From an optimization exercise on the open Yosys and OpenROAD flow, aimed at a short achievable clock period and few clock cycles; shortcuts taken in it are not production practice. In this exercise RTL edits were held to simulation tests only and were not proved equivalent to the original. Power is estimated from default activity; no workload was simulated.

==> flow/run.sh <==
#!/bin/bash
# synth_recipe.tcl (not shown) runs the flow's synth.tcl, then flattens the netlist and writes it again
# the make line also repeats each setting of config.mk as NAME=value (left out here)
make -C /OpenROAD-flow-scripts/flow DESIGN_CONFIG=/design/flow/config.mk WORK_HOME=/design/flow/orfs CLKGATE_MAP_FILE= SYNTH_SCRIPT=/design/flow/synth_recipe.tcl finish
==> flow/config.mk <==
export PLATFORM = sky130hd
export DESIGN_NAME = y86_pipe
export DESIGN_NICKNAME = y86_pipe
export VERILOG_FILES = /design/flow/design.v
export SDC_FILE = /design/flow/constraint.sdc
export NUM_CORES = 4
export LEC_CHECK = 0
export CAP_MARGIN = 20
export CORE_MARGIN = 2
export CORE_UTILIZATION = 25
export GPL_ROUTABILITY_DRIVEN = 1
export PLACE_DENSITY = 0.4
export SLEW_MARGIN = 20
==> flow/constraint.sdc <==
create_clock -name core_clock -period 33.0 [get_ports {clk}]
set_input_delay 6.6000 -clock core_clock [delete_from_list [all_inputs] [get_ports {clk}]]
set_output_delay 6.6000 -clock core_clock [all_outputs]
set_load 0.01 [all_outputs]
==> flow/design.v <==
module fetch(f_PC,imem_data,imem_error,f_icode,f_ifun,instr_valid,need_regids,need_valC,f_rA,f_rB,f_valC,f_valP,predPC,f_stat);
input [63:0]f_PC;
input [79:0]imem_data;
reg [63:0]Bytes18;
output reg imem_error;
output reg[3:0]f_icode,f_ifun;
output reg  instr_valid,need_regids,need_valC;
output reg [3:0]f_rA,f_rB;
output reg[63:0]f_valC;
output reg [63:0] f_valP;
reg halt;
output reg [63:0]predPC;
output reg [2:0] f_stat;
wire [7:0] byte0 = imem_data[7:0];
wire [7:0] byte1 = imem_data[15:8];
always@(*)begin
halt = 0;
imem_error=0;
f_icode=4'h1;
f_ifun=4'h0;
f_rA=4'hF;
f_rB=4'hF;
f_valC=64'd0;
f_valP=f_PC+1;
Bytes18=64'd0;
need_valC=1'b0;
need_regids=1'b0;
instr_valid=1'b1;
if(f_PC>64'd1023)begin
    imem_error=1;
end
else begin
f_icode=byte0[7:4];
f_ifun=byte0[3:0];
if(f_icode==4'h0)begin   
    halt=1;
    f_valP=f_PC+1;
end
if(f_icode==4'h1)begin  
    f_valP=f_PC+1;
end
if(f_icode==4'h2)begin  
    f_rA=byte1[7:4];
    f_rB=byte1[3:0];
    f_valP=f_PC+2;
end
if(f_icode==4'h3 || f_icode==4'h4 || f_icode==4'h5)begin  
    f_rA=byte1[7:4];
    f_rB=byte1[3:0];
    Bytes18 = imem_data[79:16];
    f_valC=Bytes18;
    f_valP=f_PC+10;
end
if(f_icode==4'h6)begin 
    f_rA=byte1[7:4];
    f_rB=byte1[3:0];
    f_valP=f_PC+2;
end
if(f_icode==4'h7 || f_icode==4'h8)begin  
    Bytes18 = imem_data[71:8];
    f_valC=Bytes18;
    f_valP=f_PC+9;
end
if(f_icode==4'h9)begin 
    f_valP=f_PC+1;
end
if(f_icode==4'hA || f_icode==4'hB)begin 
    f_rA=byte1[7:4];
    f_rB=byte1[3:0];
    f_valP=f_PC+2;
end
if((f_icode)==4'h3 || (f_icode)==4'h4 || (f_icode)==4'h5 || (f_icode)==4'h7 || (f_icode)==4'h8 )
begin
     need_valC=1'b1;
end
else begin
     need_valC=1'b0;
end
if((f_icode==4'h2) || (f_icode==4'h3) || (f_icode==4'h4) || (f_icode==4'h5) || (f_icode==4'h6) || (f_icode==4'hA) || (f_icode==4'hB) )begin
     need_regids=1'b1;
end
else begin
     need_regids=1'b0;
end
if(f_icode ==4'h0 || f_icode==4'h1 || f_icode==4'h2 || f_icode==4'h3 ||f_icode==4'h4 ||f_icode==4'h5 ||f_icode==4'h6 ||f_icode==4'h7 ||f_icode==4'h8 ||f_icode==4'h9 ||f_icode==4'hA ||f_icode==4'hB)begin
     instr_valid = 1'b1;
end
else begin
     instr_valid = 1'b0;
end
end
end
always@(*)begin
if(f_icode==4'h7)begin 
    predPC=f_valC;
end
else if(f_icode==4'h8) 
begin
    predPC=f_valC;
end
else begin
    predPC=f_valP;
end
end
always@(*)begin
    if(imem_error==1)begin
        f_stat=3'h2;
    end
    else if(instr_valid==0)begin
        f_stat=3'h3;
    end
    else if(halt==1)begin
        f_stat=3'h4;
    end
    else begin
        f_stat=3'h1;
    end
end
endmodule
module selectPC(F_predPC,W_valM,M_valA,M_Cnd,M_icode,W_icode,updatedPC);
input [63:0]F_predPC,W_valM,M_valA;
input M_Cnd;
input [3:0]M_icode,W_icode;
output reg[63:0]updatedPC;
always@(*)begin
    if(W_icode==4'h9)begin
        updatedPC=W_valM; 
    end
    else if(M_icode==4'h7 && M_Cnd==0)begin
        updatedPC=M_valA;
    end
    else begin
        updatedPC=F_predPC;
    end
end
endmodule
module f_reg(clk,rst,F_stall,f_PC,predPC,F_predPC);
input clk,rst;
input F_stall;
input[63:0]predPC,f_PC;
output reg [63:0]F_predPC;
always@(posedge clk)begin
  if(rst==1)begin
    F_predPC <= 64'd0;
  end
  else if(F_stall==1)begin
    F_predPC <= f_PC;
  end
  else begin
    F_predPC <= predPC;
  end
end
endmodule
module D_register(clk, rst, f_stat, f_icode, f_ifun, f_rA, f_rB, f_valC, f_valP, D_stat, D_stall, D_bubble, D_icode, D_ifun,D_rA,D_rB,D_valC,D_valP);
input clk,rst, D_bubble, D_stall;
input [3:0] f_rA, f_rB, f_icode,f_ifun;
input [63:0] f_valC, f_valP;
input [2:0] f_stat;
output reg [3:0] D_rA, D_rB, D_icode, D_ifun;
output reg [63:0] D_valC, D_valP;
output reg [2:0] D_stat;
always @(posedge(clk)) begin
    if (rst == 1'b1) begin
        D_icode <= 4'h1;
        D_ifun <= 4'h0;
        D_rA <= 4'hF;
        D_rB <= 4'hF;
        D_stat <= 3'd1;
    end
    else if (D_stall == 1'b0)  
    begin
        if (D_bubble == 1'b0) begin
            D_icode <= f_icode;
            D_ifun <= f_ifun;
            D_rA <= f_rA;
            D_rB <= f_rB;
            D_valC <= f_valC;
            D_valP <= f_valP;
            D_stat <= f_stat;
        end
        else begin  
            D_icode <= 4'h1;
            D_ifun <= 4'h0;
            D_rA <= 4'hF;
            D_rB <= 4'hF;
            D_stat <= 3'd1;
        end
    end
end
endmodule
module decode(D_stat,D_icode,D_ifun,D_rA,D_rB,D_valC,D_valP,
e_dstE,e_valE,M_dstE,M_valE,M_dstM,m_valM,W_dstM, W_valM,W_dstE,W_valE,
d_icode, d_ifun, d_valA, d_valB, d_valC, d_dstE,d_dstM, d_srcA,d_srcB, d_stat,
rax, rcx, rdx, rbx, rsp, rbp, rsi, rdi, r8, r9, r10, r11, r12, r13, r14);
input [2:0] D_stat;
input [3:0] D_icode, D_ifun;
input [3:0] D_rA,D_rB;
input [63:0] e_valE, M_valE, m_valM,W_valM,W_valE, D_valC, D_valP;
input [3:0] e_dstE, M_dstE, M_dstM, W_dstM, W_dstE;
input [63:0] rax;
input [63:0] rcx;
input [63:0] rdx;
input [63:0] rbx;
input [63:0] rsp;
input [63:0] rbp;
input [63:0] rsi;
input [63:0] rdi;
input [63:0] r8;
input [63:0] r9;
input [63:0] r10;
input [63:0] r11;
input [63:0] r12;
input [63:0] r13;
input [63:0] r14;
output reg [2:0] d_stat;
output reg [3:0] d_icode, d_ifun;
output reg [63:0] d_valA,d_valB, d_valC;
output reg [3:0] d_dstE, d_dstM, d_srcA, d_srcB;
reg [63:0] register_file[0:14];
always@(*) begin
register_file[0] = rax;
register_file[1] = rcx;
register_file[2] = rdx;
register_file[3] = rbx;
register_file[4] = rsp;
register_file[5] = rbp;
register_file[6] = rsi;
register_file[7] = rdi;
register_file[8] = r8;
register_file[9] = r9;
register_file[10] = r10;
register_file[11] = r11;
register_file[12] = r12;
register_file[13] = r13;
register_file[14] = r14;
d_icode = D_icode;
d_ifun = D_ifun;
d_valC = D_valC;
d_stat = D_stat;
case(D_icode)
    4'h2,4'h4,4'h6,4'hA : d_srcA = D_rA;
    4'h9,4'hB : d_srcA = 4'h4;
    default : d_srcA = 4'hF;
endcase
case(D_icode)
    4'h4,4'h6,4'h5 : d_srcB = D_rB;
    4'hA,4'hB,4'h8, 4'h9 : d_srcB = 4'h4;
    default : d_srcB = 4'hF;
endcase
case(D_icode)
    4'h2,4'h3, 4'h6 : d_dstE = D_rB;
    4'hA,4'hB,4'h8,4'h9 : d_dstE = 4'h4;
    default : d_dstE = 4'hF;
endcase
case(D_icode)
    4'h5,4'hB: d_dstM = D_rA;
    default : d_dstM = 4'hF;
endcase
end
always@(*) begin
    d_valA = 64'd0;
    if (D_icode == 4'h8 ||D_icode == 4'h7)
    d_valA = D_valP;  
    if (d_srcA != 15) begin
    if (d_srcA == e_dstE)
    d_valA = e_valE;  
    else if(d_srcA == M_dstM)
    d_valA = m_valM;  
    else if(d_srcA == M_dstE)
    d_valA = M_valE;  
    else if(d_srcA == W_dstM)
    d_valA = W_valM;  
    else if(d_srcA == W_dstE)
    d_valA = W_valE;  
    else
    d_valA = register_file[d_srcA]; 
    end
end
always @(*) begin
    d_valB = 64'd0;
    if (d_srcB != 15) begin
    if(d_srcB == e_dstE)
    d_valB = e_valE;  
    else if(d_srcB == M_dstM)
    d_valB = m_valM;  
    else if(d_srcB == M_dstE)
    d_valB = M_valE;  
    else if(d_srcB == W_dstM)
    d_valB = W_valM;  
    else if(d_srcB == W_dstE)
    d_valB = W_valE;  
    else
    d_valB = register_file[d_srcB];
    end
end
endmodule
module e_reg(clk,rst,E_bubble,D_icode,D_ifun,D_valC,d_valA,d_valB,d_dstE,d_dstM,D_stat,E_stat,E_icode,E_ifun,E_valC,E_valA,E_valB,E_dstE,E_dstM);
input clk,rst,E_bubble;
input [2:0] D_stat;
input [3:0] D_icode,D_ifun,d_dstE,d_dstM;
input [63:0] D_valC,d_valA,d_valB;
output reg [2:0]E_stat;
output reg [3:0]E_icode,E_ifun;
output reg [63:0]E_valC,E_valB,E_valA;
output reg[3:0]  E_dstE ,E_dstM;
always@(posedge(clk))begin
    if(rst == 1 || E_bubble == 1)begin
        E_icode<=4'h1;
        E_ifun<=4'h0;
        E_dstE<=4'hF;
        E_dstM<=4'hF;
        E_stat<=3'd1;
    end
    else begin  
        E_stat <= D_stat ;
        E_icode<=D_icode;
        E_ifun<=D_ifun;
        E_dstE<=d_dstE;
        E_dstM<=d_dstM;
        E_valA <= d_valA ;
        E_valB <=d_valB ;
        E_valC <= D_valC ;
    end
end
endmodule
module full_adder_1bit(A,B,Cin,Sum,Carry);
input A,B,Cin;
output Sum,Carry;
wire temp1,temp2,temp3,temp4;
xor(temp1,A,B);
xor(Sum,temp1,Cin);
and(temp2,temp1,Cin);
and(temp3,A,B);
or(Carry,temp2,temp3);
endmodule
module adder_64bit(A,B,Sum,carry_overflow);
input [63:0]A;
input [63:0]B;
output [63:0] Sum;
output carry_overflow;
wire [64:0] Cin;
assign Cin[0]=1'b0;
genvar iterator_add;
generate
    for(iterator_add=0;iterator_add<64;iterator_add=iterator_add+1)begin
      full_adder_1bit inst3(A[iterator_add],B[iterator_add],Cin[iterator_add],Sum[iterator_add],Cin[iterator_add+1]);
    end
endgenerate
assign carry_overflow=Cin[64];
endmodule
module and_1bit(A,B,Y);
input A,B;
output Y;
wire temp;
and(temp,A,B);
assign Y=temp;
endmodule
module and_64bit(A,B,Y);
input [63:0] A;
input [63:0] B;
output[63:0] Y;
genvar iterator_and;
generate
    for(iterator_and=0;iterator_and<64;iterator_and=iterator_and+1)begin
      and_1bit inst1(A[iterator_and],B[iterator_and],Y[iterator_and]);
    end
endgenerate
endmodule
module full_subtractor_1bit(A,B,Cin,M,Sum,Carry);
input A,B,Cin,M;
output Sum,Carry;
wire temp1,temp2,temp3,temp4;
wire bxorM;
xor(bxorM,B,M);
xor(temp1,A,bxorM);
xor(Sum,temp1,Cin);
and(temp2,temp1,Cin);
and(temp3,A,bxorM);
or(Carry,temp2,temp3);
endmodule
module subtractor_64bit(A,B,Sum,carry_overflow);
input [63:0]A;
input [63:0]B;
output [63:0] Sum;
output carry_overflow;
wire M;
assign M=1'b1;
wire [64:0] Cin;
assign Cin[0]=1'b1;
genvar iterator_sub;
generate
    for(iterator_sub=0;iterator_sub<64;iterator_sub=iterator_sub+1)begin
      full_subtractor_1bit inst3(A[iterator_sub],B[iterator_sub],Cin[iterator_sub],M,Sum[iterator_sub],Cin[iterator_sub+1]);
    end
endgenerate
assign carry_overflow=Cin[64];
endmodule
module xor_1bit(A,B,Y);
input A,B;
output Y;
wire temp;
xor(temp,A,B);
assign Y=temp;
endmodule
module xor_64bit(A,B,Y);
input [63:0] A;
input [63:0] B;
output[63:0] Y;
genvar iterator_xor;
generate
    for(iterator_xor=0;iterator_xor<64;iterator_xor=iterator_xor+1)begin
      xor_1bit inst2(A[iterator_xor],B[iterator_xor],Y[iterator_xor]);
    end
endgenerate
endmodule
module alu_64bit(Control,X,Y,Result,carry,Zero_flag,Sign_flag,Overflow_flag);
input [63:0]X;
input [63:0]Y;
input [1:0] Control;
output reg [63:0] Result;
output reg carry;
output reg Zero_flag,Sign_flag,Overflow_flag;
wire[63:0]adder_out;
wire adder_overflow;
wire[63:0]subtractor_out;
wire subtractor_overflow;
wire[63:0]and_out;
wire[63:0]xor_out;
adder_64bit inst10(X,Y,adder_out,adder_overflow);
subtractor_64bit inst1(X,Y,subtractor_out,subtractor_overflow);
and_64bit inst2(X,Y,and_out);
xor_64bit inst3(X,Y,xor_out);
always@(*)
begin
    Result=64'd0;
    carry=1'b0;
    Zero_flag=1'b0;
    Sign_flag=1'b0;
    Overflow_flag=1'b0;
    case(Control)
    2'b00:begin
        Result=adder_out;
        carry=adder_overflow;
        Overflow_flag=(X[63]==Y[63]) && (Result[63]!=X[63]);
    end
    2'b01:begin
        Result=subtractor_out;
        carry=subtractor_overflow;
        Overflow_flag=(X[63]!=Y[63]) && (Result[63]!=X[63]);
    end
    2'b10:begin
        Result=and_out;
    end
    2'b11:begin
        Result=xor_out;
    end
    endcase
    Zero_flag=(Result==64'd0);
    Sign_flag=Result[63];
end
endmodule
module ALU_A(E_icode,E_valA,E_valC,alu_A);
input [3:0]E_icode;
input [63:0]E_valA,E_valC;
output reg [63:0] alu_A;
always @(*)begin
alu_A=64'd0;
if(E_icode==4'h2 || E_icode==4'h6)
begin
     alu_A=E_valA;
end
else if(E_icode==4'h3|| E_icode==4'h4||E_icode==4'h5)
begin
     alu_A=E_valC;
end
else if(E_icode==4'h8||E_icode==4'hA)
begin
     alu_A=-64'd8;
end
else if(E_icode==4'h9||E_icode==4'hB)
begin
     alu_A=64'd8;
end
end
endmodule
module ALU_B(E_icode,E_valB,alu_B);
input [3:0]E_icode;
input [63:0]E_valB;
output reg[63:0]alu_B;
always @(*)begin
alu_B=64'b0;
if(E_icode==4'h4||E_icode==4'h5|| E_icode==4'h6|| E_icode==4'h8||E_icode==4'h9|| E_icode==4'hA||E_icode==4'hB)begin
     alu_B=E_valB;
end
else if(E_icode==4'h2||E_icode==4'h3)begin
   alu_B=64'b0;
end
end
endmodule
module alu_exe(clk,rst,set_cc,E_icode,E_ifun,alu_A,alu_B,e_valE,e_Cnd,ZF,SF,OF,alu_fn,carry);
input clk,rst;
input [3:0]E_icode,E_ifun;
input[63:0]alu_A,alu_B;
output reg [63:0]e_valE;
output reg e_Cnd,ZF,SF,OF;
input set_cc;
wire tempzf,tempsf,tempof;
output reg [1:0]alu_fn;
wire[63:0] tempvale;
output reg carry;
wire carrytemp;
always @(*)begin
if(E_icode==4'h6)begin
     alu_fn[0]=E_ifun[0];
     alu_fn[1]=E_ifun[1];
end
else
begin
     alu_fn=2'b0;
end
end
alu_64bit inst(alu_fn,alu_B,alu_A,tempvale,carrytemp,tempzf,tempsf,tempof);
always @(posedge clk)begin
if(rst==1)begin
    ZF<=1'b1;
    SF<=1'b0;
    OF<=1'b0;
end
else if(set_cc==1)begin
    ZF<=tempzf;
    SF<=tempsf;
    OF<=tempof;
end
end
always @(*)begin
    e_valE=tempvale;
    carry=carrytemp;
e_Cnd=0;
if(E_icode==4'h7||E_icode==4'h2)begin
    if(E_ifun==4'h0)begin  
        e_Cnd=1;
    end
    else if (E_ifun==4'h1)begin 
        e_Cnd=(SF^OF)|ZF;
    end
     else if(E_ifun==4'h2)begin 
        e_Cnd=SF^OF;
     end
    else if(E_ifun==4'h3)begin 
        e_Cnd=ZF;
    end
    else if(E_ifun==4'h4)begin 
        e_Cnd=~ZF;
    end
    else if(E_ifun==4'h5)begin 
        e_Cnd=~(SF^OF);
    end
    else if(E_ifun==4'h6)begin 
        e_Cnd=~(SF^OF) & ~ZF;
    end
end
end
endmodule
module execute(clk,rst,E_stat,set_cc,E_icode,E_ifun,E_valC,E_valA,E_valB,E_dstE,E_dstM,e_stat ,e_icode ,e_Cnd ,e_valE ,e_valA ,e_dstE ,e_dstM);
input clk,rst;
input [3:0]E_icode,E_ifun;
input set_cc;
input [2:0] E_stat;
input [63:0]E_valA,E_valC,E_valB;
input [3:0] E_dstE,E_dstM;
wire ZF,SF,OF;
wire[1:0]alu_fn;
wire [63:0] alu_A;
wire [63:0] alu_B;
wire carry;
output reg [63:0] e_valA ;
output wire[63:0] e_valE;
output reg [3:0] e_dstE ,e_dstM;
output reg [3:0]  e_icode;
output reg [2:0]  e_stat ;
output wire e_Cnd;
ALU_A inst1(E_icode,E_valA,E_valC,alu_A);
ALU_B inst2(E_icode,E_valB,alu_B);
alu_exe inst3(clk,rst,set_cc,E_icode,E_ifun,alu_A,alu_B,e_valE,e_Cnd,ZF,SF,OF,alu_fn,carry);
always @(*) begin
    e_icode = E_icode;
    e_stat  = E_stat ;
    e_valA  = E_valA ;
    e_dstM  = E_dstM ;
    if(E_icode==4'h2 && !e_Cnd)
    e_dstE = 4'hF;
    else
    e_dstE = E_dstE;
end
endmodule
module M_register(clk, rst, E_stat, E_icode, e_dstE, E_dstM, E_valA, e_valE, e_Cnd, M_bubble, M_stat, M_icode, M_Cnd, M_valE, M_valA, M_dstE, M_dstM);
input clk, rst;
input [2:0] E_stat;
input [3:0] E_icode;
input [3:0] e_dstE, E_dstM;
input [63:0] E_valA, e_valE;
input e_Cnd, M_bubble;
output reg [2:0] M_stat;
output reg [3:0] M_icode;
output reg [3:0] M_dstE, M_dstM;
output reg [63:0] M_valA, M_valE;
output reg M_Cnd;
always@(posedge clk)
    begin
        if(rst == 1'b1 || M_bubble == 1'b1) 
        begin
            M_icode <= 4'b1;
            M_dstE <= 4'hF;
            M_dstM <= 4'hF;
            M_stat <= 3'd1;
        end
        else begin
            M_icode <= E_icode;
            M_dstE <= e_dstE;
            M_dstM <= E_dstM;
            M_valA <= E_valA;
            M_valE <= e_valE;
            M_Cnd <= e_Cnd;
            M_stat <= E_stat;
        end
    end
endmodule
module memory(M_icode, M_stat, M_valE, M_dstE, M_dstM, M_valA, m_stat, m_icode, m_valE, m_valM,m_dstE, m_dstM,mem_read, mem_write, mem_addr, dmem_error, dmem_rdata, dmem_we);
input [3:0] M_icode;
input [2:0] M_stat;
input [63:0] M_valE, M_valA;
input [3:0] M_dstE, M_dstM;
input [63:0] dmem_rdata;
output reg[2:0] m_stat;
output reg [3:0] m_icode;
output reg [63:0] m_valE, m_valM;
output reg [3:0] m_dstE, m_dstM;
output reg dmem_error;
output reg mem_read,mem_write;
output reg [63:0] mem_addr;
output reg dmem_we;
always@(*) begin
    dmem_error = 0;
    mem_read = 0;
    mem_write= 0;
    mem_addr = 64'd0;
    if (M_icode == 4'h5 || M_icode == 4'hB || M_icode == 4'h9) begin
        mem_read = 1'b1;
    end
    if (M_icode == 4'h4|| M_icode == 4'hA || M_icode == 4'h8) begin
        mem_write = 1'b1;
    end
    if(M_icode == 4'h4 || M_icode == 4'hA || M_icode == 4'h8 || M_icode == 4'h5) begin
        mem_addr = M_valE;
    end
    else if (M_icode == 4'hB || M_icode == 4'h9) begin
        mem_addr = M_valA;
    end
    if ((mem_read || mem_write) && mem_addr > 64'd2000)
    begin
        dmem_error = 1;
    end
    dmem_we = mem_write && !dmem_error;
    m_valM = dmem_rdata;
end
always@(*) begin
    if(dmem_error == 1'b1)
    m_stat = 3'd2;  
    else
    m_stat = M_stat;
end
always@(*) begin
    m_icode = M_icode;
    m_dstE = M_dstE;
    m_dstM = M_dstM;
    m_valE = M_valE;
end
endmodule
module W_register(clk,rst,m_stat,M_icode,M_valE,m_valM, M_dstE, M_dstM,W_stall, W_stat,W_icode, W_valE, W_valM,W_dstE,W_dstM);
input clk,rst;
input [2:0] m_stat;
input [3:0] M_icode;
input [63:0] M_valE, m_valM;
input [3:0] M_dstE, M_dstM;
input W_stall;
output reg [2:0] W_stat;
output reg [3:0] W_icode;
output reg [63:0] W_valE, W_valM;
output reg [3:0] W_dstE, W_dstM;
always @(posedge clk)begin
    if(rst == 1'b1)begin
        W_stat <= 3'd1;
        W_icode <= 4'h1;
        W_dstE <= 4'hF;
        W_dstM <= 4'hF;
    end
    else if(W_stall == 1'b0)begin
        W_stat <= m_stat;
        W_icode <= M_icode;
        W_valE <= M_valE;
        W_valM <= m_valM;
        W_dstE <= M_dstE;
        W_dstM <= M_dstM;
    end
end
endmodule
module writeBack(clk,rst,W_icode, W_stat,W_valE, W_valM, W_dstE, W_dstM, stat, wbe_en, wbm_en, rax, rcx, rdx, rbx, rsp, rbp, rsi, rdi, r8, r9, r10, r11, r12, r13, r14);
input clk,rst;
input [2:0] W_stat;
input [3:0] W_icode;
input [63:0] W_valE,W_valM;
input [3:0] W_dstE, W_dstM;
output reg [2:0] stat;
output reg wbe_en, wbm_en;
output reg [63:0] rax;
output reg [63:0] rcx;
output reg [63:0] rdx;
output reg [63:0] rbx;
output reg [63:0] rsp;
output reg [63:0] rbp;
output reg [63:0] rsi;
output reg [63:0] rdi;
output reg [63:0] r8;
output reg [63:0] r9;
output reg [63:0] r10;
output reg [63:0] r11;
output reg [63:0] r12;
output reg [63:0] r13;
output reg [63:0] r14;
reg [63:0] register_file[0:14];
always @(*) begin
    wbe_en = (W_stat == 3'd1) && (W_dstE != 4'hF);
    wbm_en = (W_stat == 3'd1) && (W_dstM != 4'hF);
end
always@(posedge clk)begin
    if(rst == 1'b1) begin
        register_file[0] <= 64'h1;
        register_file[1] <= 64'h8;
        register_file[2] <= 64'h6;
        register_file[3] <= 64'h5;
        register_file[4] <= 64'h100;
        register_file[5] <= 64'h6;
        register_file[6] <= 64'h7;
        register_file[7] <= 64'h5;
        register_file[8] <= 64'h9;
        register_file[9] <= 64'ha;
        register_file[10] <= 64'hb;
        register_file[11] <= 64'h1;
        register_file[12] <= 64'h2;
        register_file[13] <= 64'h3;
        register_file[14] <= 64'h4;
    end
    else begin
        if(wbe_en)
        register_file[W_dstE] <= W_valE;
        if(wbm_en)
        register_file[W_dstM] <= W_valM;
    end
end
always @(*) begin
    stat = W_stat;
    rax = register_file[0];
    rcx = register_file[1];
    rdx = register_file[2];
    rbx = register_file[3];
    rsp = register_file[4];
    rbp = register_file[5];
    rsi = register_file[6];
    rdi = register_file[7];
    r8 = register_file[8];
    r9 = register_file[9];
    r10 = register_file[10];
    r11 = register_file[11];
    r12 = register_file[12];
    r13 = register_file[13];
    r14 = register_file[14];
end
endmodule
module control(W_stat,m_stat,M_icode,e_Cnd,E_dstM,E_icode,d_srcA,d_srcB,D_icode,W_stall,M_bubble,set_cc,E_bubble,D_bubble,D_stall,F_stall);
input [2:0] W_stat,m_stat;
input [3:0] M_icode,E_icode,D_icode;
input e_Cnd;
input [3:0] E_dstM,d_srcA,d_srcB;
output reg W_stall, M_bubble, set_cc, E_bubble, D_bubble, D_stall, F_stall;
always @(*)begin
    if((E_icode == 4'h5 || E_icode == 4'hB) &&(E_dstM == d_srcA || E_dstM == d_srcB) || (D_icode == 4'h9 || E_icode == 4'h9 ||M_icode == 4'h9))
    F_stall = 1'b1;
    else
    F_stall = 1'b0;
    if((E_icode == 4'h5 || E_icode == 4'hB) &&(E_dstM == d_srcA || E_dstM == d_srcB))
    D_stall= 1'b1;
    else
    D_stall = 1'b0;
    if (((E_icode == 4'h7) && !e_Cnd) || (!((E_icode == 4'h5 || E_icode == 4'hb) && (E_dstM == d_srcA || E_dstM == d_srcB)) && (D_icode == 4'h9 || E_icode == 4'h9 || M_icode == 4'h9)))
    D_bubble =1'b1;
    else
    D_bubble = 1'b0;
    if (((E_icode == 4'h7) && !e_Cnd) || ((E_icode == 4'h5 || E_icode == 4'hb) && (E_dstM == d_srcA || E_dstM == d_srcB)))
    E_bubble =1'b1;
    else
    E_bubble = 1'b0;
    if(E_icode == 4'h6 && !(m_stat==3'd2 || m_stat == 3'd3 || m_stat==3'd4) && !(W_stat==3'd2 || W_stat == 3'd3 || W_stat==3'd4))
    set_cc = 1'b1;
    else
    set_cc=1'b0;
    if(m_stat != 3'd1 || W_stat != 3'd1 )
    M_bubble = 1'b1;
    else
    M_bubble=1'b0;
    if(W_stat != 3'd1)
    W_stall = 1'b1;
    else
    W_stall=1'b0;
end
endmodule
module y86_pipe(clk, rst, imem_addr, imem_data, dmem_addr, dmem_wdata, dmem_we, dmem_rdata,
stat, wbe_en, wbe_dst, wbe_val, wbm_en, wbm_dst, wbm_val);
input clk;
input rst;
output [9:0] imem_addr;
input [79:0] imem_data;
output [10:0] dmem_addr;
output [63:0] dmem_wdata;
output dmem_we;
input [63:0] dmem_rdata;
output [2:0] stat;
output wbe_en;
output [3:0] wbe_dst;
output [63:0] wbe_val;
output wbm_en;
output [3:0] wbm_dst;
output [63:0] wbm_val;
wire [63:0] f_PC;
wire imem_error;
wire[3:0]f_icode,f_ifun;
wire  instr_valid,need_regids,need_f_valC;
wire [3:0]f_rA,f_rB;
wire[63:0]f_valC;
wire [63:0] f_valP;
wire [63:0]predPC;
wire [2:0] f_stat;
wire F_stall;
wire [63:0]F_predPC;
wire [63:0] updatedPC;
wire D_bubble, D_stall;
wire [3:0] D_rA, D_rB, D_icode, D_ifun;
wire [63:0] D_valC, D_valP;
wire [2:0] D_stat;
wire [63:0] rax;
wire [63:0] rcx;
wire [63:0] rdx;
wire [63:0] rbx;
wire [63:0] rsp;
wire [63:0] rbp;
wire [63:0] rsi;
wire [63:0] rdi;
wire [63:0] r8;
wire [63:0] r9;
wire [63:0] r10;
wire [63:0] r11;
wire [63:0] r12;
wire [63:0] r13;
wire [63:0] r14;
wire [2:0] d_stat;
wire [3:0] d_icode, d_ifun;
wire [63:0] d_valA,d_valB, d_valC;
wire [3:0] d_dstE, d_dstM, d_srcA, d_srcB;
wire E_bubble;
wire [2:0]E_stat;
wire [3:0]E_icode,E_ifun;
wire [63:0]E_valC,E_valB,E_valA;
wire[3:0]  E_dstE ,E_dstM;
wire set_cc;
wire [63:0] e_valA ;
wire[63:0] e_valE;
wire [3:0] e_dstE ,e_dstM;
wire [3:0]  e_icode;
wire [2:0]  e_stat ;
wire e_Cnd;
wire M_bubble;
wire [2:0] M_stat;
wire [3:0] M_icode;
wire [3:0] M_dstE, M_dstM;
wire [63:0] M_valA, M_valE;
wire M_Cnd;
wire[2:0] m_stat;
wire [3:0] m_icode;
wire [63:0] m_valE, m_valM;
wire [3:0] m_dstE, m_dstM;
wire dmem_error;
wire mem_read,mem_write;
wire [63:0] mem_addr;
wire W_stall;
wire [2:0] W_stat;
wire [3:0] W_icode;
wire [63:0] W_valE, W_valM;
wire [3:0] W_dstE, W_dstM;
selectPC inst0(F_predPC,W_valM,M_valA,M_Cnd,M_icode,W_icode,updatedPC);
assign f_PC = updatedPC;
f_reg inst1(clk,rst,F_stall,f_PC,predPC,F_predPC);
fetch inst2(f_PC,imem_data,imem_error,f_icode,f_ifun,instr_valid,need_regids,need_f_valC,f_rA,f_rB,f_valC,f_valP,predPC,f_stat);
D_register inst3(clk, rst, f_stat, f_icode, f_ifun, f_rA, f_rB, f_valC, f_valP, D_stat, D_stall, D_bubble, D_icode, D_ifun,D_rA,D_rB,D_valC,D_valP);
decode inst4(D_stat,D_icode,D_ifun,D_rA,D_rB,D_valC,D_valP,
e_dstE,e_valE,M_dstE,M_valE,M_dstM,m_valM,W_dstM, W_valM,W_dstE,W_valE,
d_icode, d_ifun, d_valA, d_valB, d_valC, d_dstE,d_dstM, d_srcA,d_srcB, d_stat,
rax, rcx, rdx, rbx, rsp, rbp, rsi, rdi, r8, r9, r10, r11, r12, r13, r14);
e_reg inst5(clk,rst,E_bubble,D_icode,D_ifun,D_valC,d_valA,d_valB,d_dstE,d_dstM,D_stat,E_stat,E_icode,E_ifun,E_valC,E_valA,E_valB,E_dstE,E_dstM);
execute inst6(clk,rst,E_stat,set_cc,E_icode,E_ifun,E_valC,E_valA,E_valB,E_dstE,E_dstM,e_stat ,e_icode ,e_Cnd ,e_valE ,e_valA ,e_dstE ,e_dstM);
M_register inst7(clk, rst, E_stat, E_icode, e_dstE, E_dstM, E_valA, e_valE, e_Cnd, M_bubble, M_stat, M_icode, M_Cnd, M_valE, M_valA, M_dstE, M_dstM);
memory inst8(M_icode, M_stat, M_valE, M_dstE, M_dstM, M_valA, m_stat, m_icode, m_valE, m_valM,m_dstE, m_dstM,mem_read, mem_write, mem_addr, dmem_error, dmem_rdata, dmem_we);
W_register inst9(clk,rst,m_stat,M_icode,M_valE,m_valM, M_dstE, M_dstM,W_stall, W_stat,W_icode, W_valE, W_valM,W_dstE,W_dstM);
writeBack inst10(clk,rst,W_icode, W_stat,W_valE, W_valM, W_dstE, W_dstM, stat, wbe_en, wbm_en, rax, rcx, rdx, rbx, rsp, rbp, rsi, rdi, r8, r9, r10, r11, r12, r13, r14);
control inst11(W_stat,m_stat,M_icode,e_Cnd,E_dstM,E_icode,d_srcA,d_srcB,D_icode,W_stall,M_bubble,set_cc,E_bubble,D_bubble,D_stall,F_stall);
assign imem_addr = f_PC[9:0];
assign dmem_addr = mem_addr[10:0];
assign dmem_wdata = M_valA;
assign wbe_dst = W_dstE;
assign wbe_val = W_valE;
assign wbm_dst = W_dstM;
assign wbm_val = W_valM;
endmodule
==> summary.txt <==
per-stage QoR:
stage / hold WS (ps) / worst slack [ps] / power [uW]
3_5_place_dp: 404.5 / 429.8 / 8475
3_3_place_gp: 404.1 / 374.7 / 8455
6_report: 414.5 / 1001 / 10990
4_1_cts: 417.7 / 372.2 / 10760
5_1_grt: 420.4 / 17.12 / 11260
2_1_floorplan: 386.3 / 2351 / 5753
cells by family (layout without fill, tap and decap cells):
| group | count (synthesis) | count (layout) | synth area share, % |
|---|---|---|---|
| compound gates | 3409 | 3409 | 26.11 |
| xor+xnor | 107 | 107 | 0.9788 |
| fa+ha+maj | 193 | 193 | 3.492 |
| buf+inv | 1271 | 1405 | 5.216 |
| flops | 1672 | 1672 | 51.03 |
| mux | 78 | 78 | 0.8364 |
| other cells | 0 | 43 | 0 |
| simple gates | 2509 | 2509 | 12.34 |
area by class of cell:
cell class,count,share of cell area (%)
clock buffer,267,4.975
inverter,196,0.6611
multi-input combinational,6296,38.06
tap,5038,5.589
sequential,1672,43.32
timing repair buffer,844,6.611
clock inverter,98,0.6889
antenna,43,0.09540
worst max path at each step:
stage | slack (ps) | endpoint | from
after floorplan | 2350 | inst6.inst3.ZF | inst5.E_icode[2]
after global placement | 370 | inst6.inst3.ZF | inst5.E_icode[2]
after detailed placement | 430 | inst6.inst3.ZF | inst5.E_icode[2]
after CTS | 370 | inst6.inst3.ZF | inst5.E_icode[2]
after global routing | 20 | inst6.inst3.ZF | inst5.E_icode[1]
final | 1000 | inst6.inst3.ZF | inst5.E_icode[2]
power breakdown:
part           leakage [uW]  switching [uW]  internal, uW  total, uW
Sequential           0.0167             490          2870       3360
Combinational        0.0178            3890          1440       5330
Clock               0.00314            1010          1280       2290
Total                0.0376            5400          5590      11000
Yosys cell counts (67+ instances only):
cell type / count / area (sq um)
nand3_1: 198 / 991.0
o211ai_1: 109 / 818.3
a211oi_1: 67 / 503.0
nand2_1: 1110 / 4167
a22o_1: 770 / 6744
a222oi_1: 79 / 790.8
edfxtp_1: 1537 / 46150
a221oi_1: 92 / 805.8
buf_2: 121 / 605.6
a22oi_1: 666 / 5000
xnor2_1: 71 / 621.9
and3_1: 74 / 462.9
dfxtp_1: 135 / 2703
nor4_1: 116 / 725.7
o21ai_0: 661 / 3308
nor2_1: 467 / 1753
nand4_1: 157 / 982.2
fa_1: 124 / 2482
a31oi_1: 108 / 675.7
nor3_1: 96 / 480.5
buf_1: 95 / 356.6
clkbuf_1: 845 / 3172
ha_1: 68 / 850.8
a21oi_1: 295 / 1476
inv_1: 192 / 720.7
o22ai_1: 93 / 581.8
o221ai_1: 77 / 674.4
routing by layer:
metal | share of wire (%) | routed length [um] | global-route usage [%] | up-vias
li1 | - | - | - | 35990
met1 | 38 | 243100 | 39.65 | 47480
met2 | 42 | 274800 | 47.95 | 7727
met3 | 11 | 71250 | 8.590 | 2131
met4 | 9.0 | 58530 | 23.72 | 28
met5 | 0.048 | 309 | 0.2346 | -
worst register-to-register path: cells and delay by family, from the launching register on:
family	cells	cell delay, ps
AOI/OAI and AO/OA	4	690
and+or+nand+nor	7	1220
muxes	1	120
buffers and inverters	5	520
DFF	1	350
adders and majority gates	63	29090
state kept, by name (all words and copies together), names as in the netlist, 64 cells and up:
signal	flops
inst5.E_valA	64
inst3.D_valP	64
inst5.E_valC	64
inst9.W_valM	64
inst7.M_valE	64
inst9.W_valE	64
inst10.register_file	960
inst7.M_valA	64
inst1.F_predPC	64
inst3.D_valC	64
inst5.E_valB	64
==> impl_metrics.csv <==
group,metric,value,unit
placed_design,hpwl,422700,um
clock_tree,worstSkewPairLatency,930,ps
sta,tightest_slew,1279,ps
floorplanning,core,381700,sq um
drt,ant_nets,0,
drt,wirelength,648100,um
setup_path,r2r_end,"inst6.inst3.ZF",
synthesis,ys_ff_latch,1672,
placed_design,port_buffers,372,
synthesis,synth_edf_count,1537,
synthesis,syn_avg_cell_area,10.36,sq um
clock_tree,numCtsBuffers,205,
setup_path,max_stage_delay,510,ps
final_layout,mostFrequentLayoutCell,"edfxtp_1",
grt,grtUsageTotal,32.09,%
hold_path,hold_end,"inst5.E_valC[44]",
sta,slew_violations,0,
final_layout,mostFrequentLayoutCells,"edfxtp_1, nand2_1, a22o_1",
power_and_ir_drop,peakVddDrop,0.1137,mV
setup_path,worstPathRequired,33830,ps
floorplanning,ios,373,
setup_path,crit_arrival,32830,ps
synthesis,yosysWarnings,17,
setup_path,cp.depth,80,
grt,grt_pass1_wl,850700,um
drt,viasPerCell,6.459,
power_and_ir_drop,p_leak,0.03765,uW
sta,finalCritPeriodShare,96.97,%
setup_path,crit_path_top_delay_cell,"fa_1",
clock_tree,clkSinkCount,1672,
synthesis,ys.flop_type,"edfxtp_1",
grt,grt.overflow.total,0,
setup_path,critPathMaxFanout,6,
grt,antenna_found_initial,68,
floorplanning,die_h,622.8,um
sta,slew_headroom,14.51,%
hold_path,hp-class,"register to register",
placed_design,gp_congestion,1.007,
sta,setup_viol,0,
placed_design,placed_cells,14040,
clock_tree,clk_path_buf_depth,4,
sta,fmax,31.25,MHz
sta,period_needed,32000,ps
setup_path,cp-start-kind,"register",
sta,fin_skew,49.85,ps
synthesis,ys_seq_area_share,51.03,%
final_layout,multi_input_area,42930,sq um
synthesis,yosysUniqueCellTypes,107,
drt,first_iter_violations,15730,
hold_path,min_path_cells,0,
drt,wl_per_cell,44.84,um
final_layout,final.fill_count,39270,
drt,drc,0,
clock_tree,clk_pin_slew,60,ps
drt,first_pass_iters,8,
grt,grt_max_degree,130,
sta,grt_setup_unrepaired,"no",
floorplanning,num_rows,227,
setup_path,reg2reg_from,"inst5.E_icode[2]",
sta,finalHoldViolCount,0,
floorplanning,die_x,622.8,um
hold_path,min_from,"inst3.D_valC[44]",
clock_tree,cts_setup_buffers,0,
final_layout,syn2layout_area_growth,17.81,%
clock_tree,cts-root-buf,"clkbuf_16",
setup_path,cp_top_family,"adder cells",
final_layout,design_area,112800,sq um
setup_path,crit_type,"register to register",
drt,vias,93350,
sta,setup_tns,0,ps
final_layout,fin_util,29.55,%
setup_path,cp_common_cell,"fa_1",
floorplanning,initial_utilization,25.08,%
clock_tree,ctsHoldBuffers,0,
final_layout,drive_above_1_share,11.03,%
synthesis,synthArstFlopShare,0,%
clock_tree,htree_levels,4,
final_layout,layout.nets,9553,
setup_path,cp-end-kind,"register",
synthesis,netlist_instances,9239,
clock_tree,ctsResizeCount,0,
final_layout,regArea,48860,sq um
placed_design,placed_cell_area,106200,sq um
final_layout,fin_cells,14450,
setup_path,worst-path-buf-inv,5,
synthesis,synth_nets,9577,
setup_path,reg2reg_slack,1000,ps
clock_tree,cts_tree,"built",
setup_path,reg2reg_depth,80,
synthesis,synth_area,95740,sq um
status,run_status,"finished clean",
grt,grt_pass1_vias,87850,
flow_run,drv_cap,0,
power_and_ir_drop,power.density,97.41,nW/um^2
floorplanning,die_area,387900,sq um
Testbench counts, summed over its fixed seeds: cycles 37,549.

[afterwards: timing with drivers on the ports]
How much do the figures lean on ideal ports? The routed layout below was timed once more, with nothing changed but the port constraints. Step 1 (the two cells are an assumption about what drives the block):
set clk [get_ports {clk}]
set_driving_cell -lib_cell sky130_fd_sc_hd__clkbuf_16 $clk
set_driving_cell -lib_cell sky130_fd_sc_hd__buf_2 [delete_from_list [all_inputs] $clk]
Step 2 moves the port delays by t, midway between the first and last clock arrival at a register: inputs arrive t later, outputs are due t later. That takes back most of the time a late clock gives input paths. a / b / c = no drivers / after step 1 / after step 2; a / b = the first two.
t, ns: 1.013
setup WS [ns]: 1.001 / 1.001 / 1.001
worst slew at a driven data input, ns: 0.18
After both steps this run still meets setup and hold. The setup slack of this run moves by 0.000 ns with the drivers and by 0.000 ns with both steps.
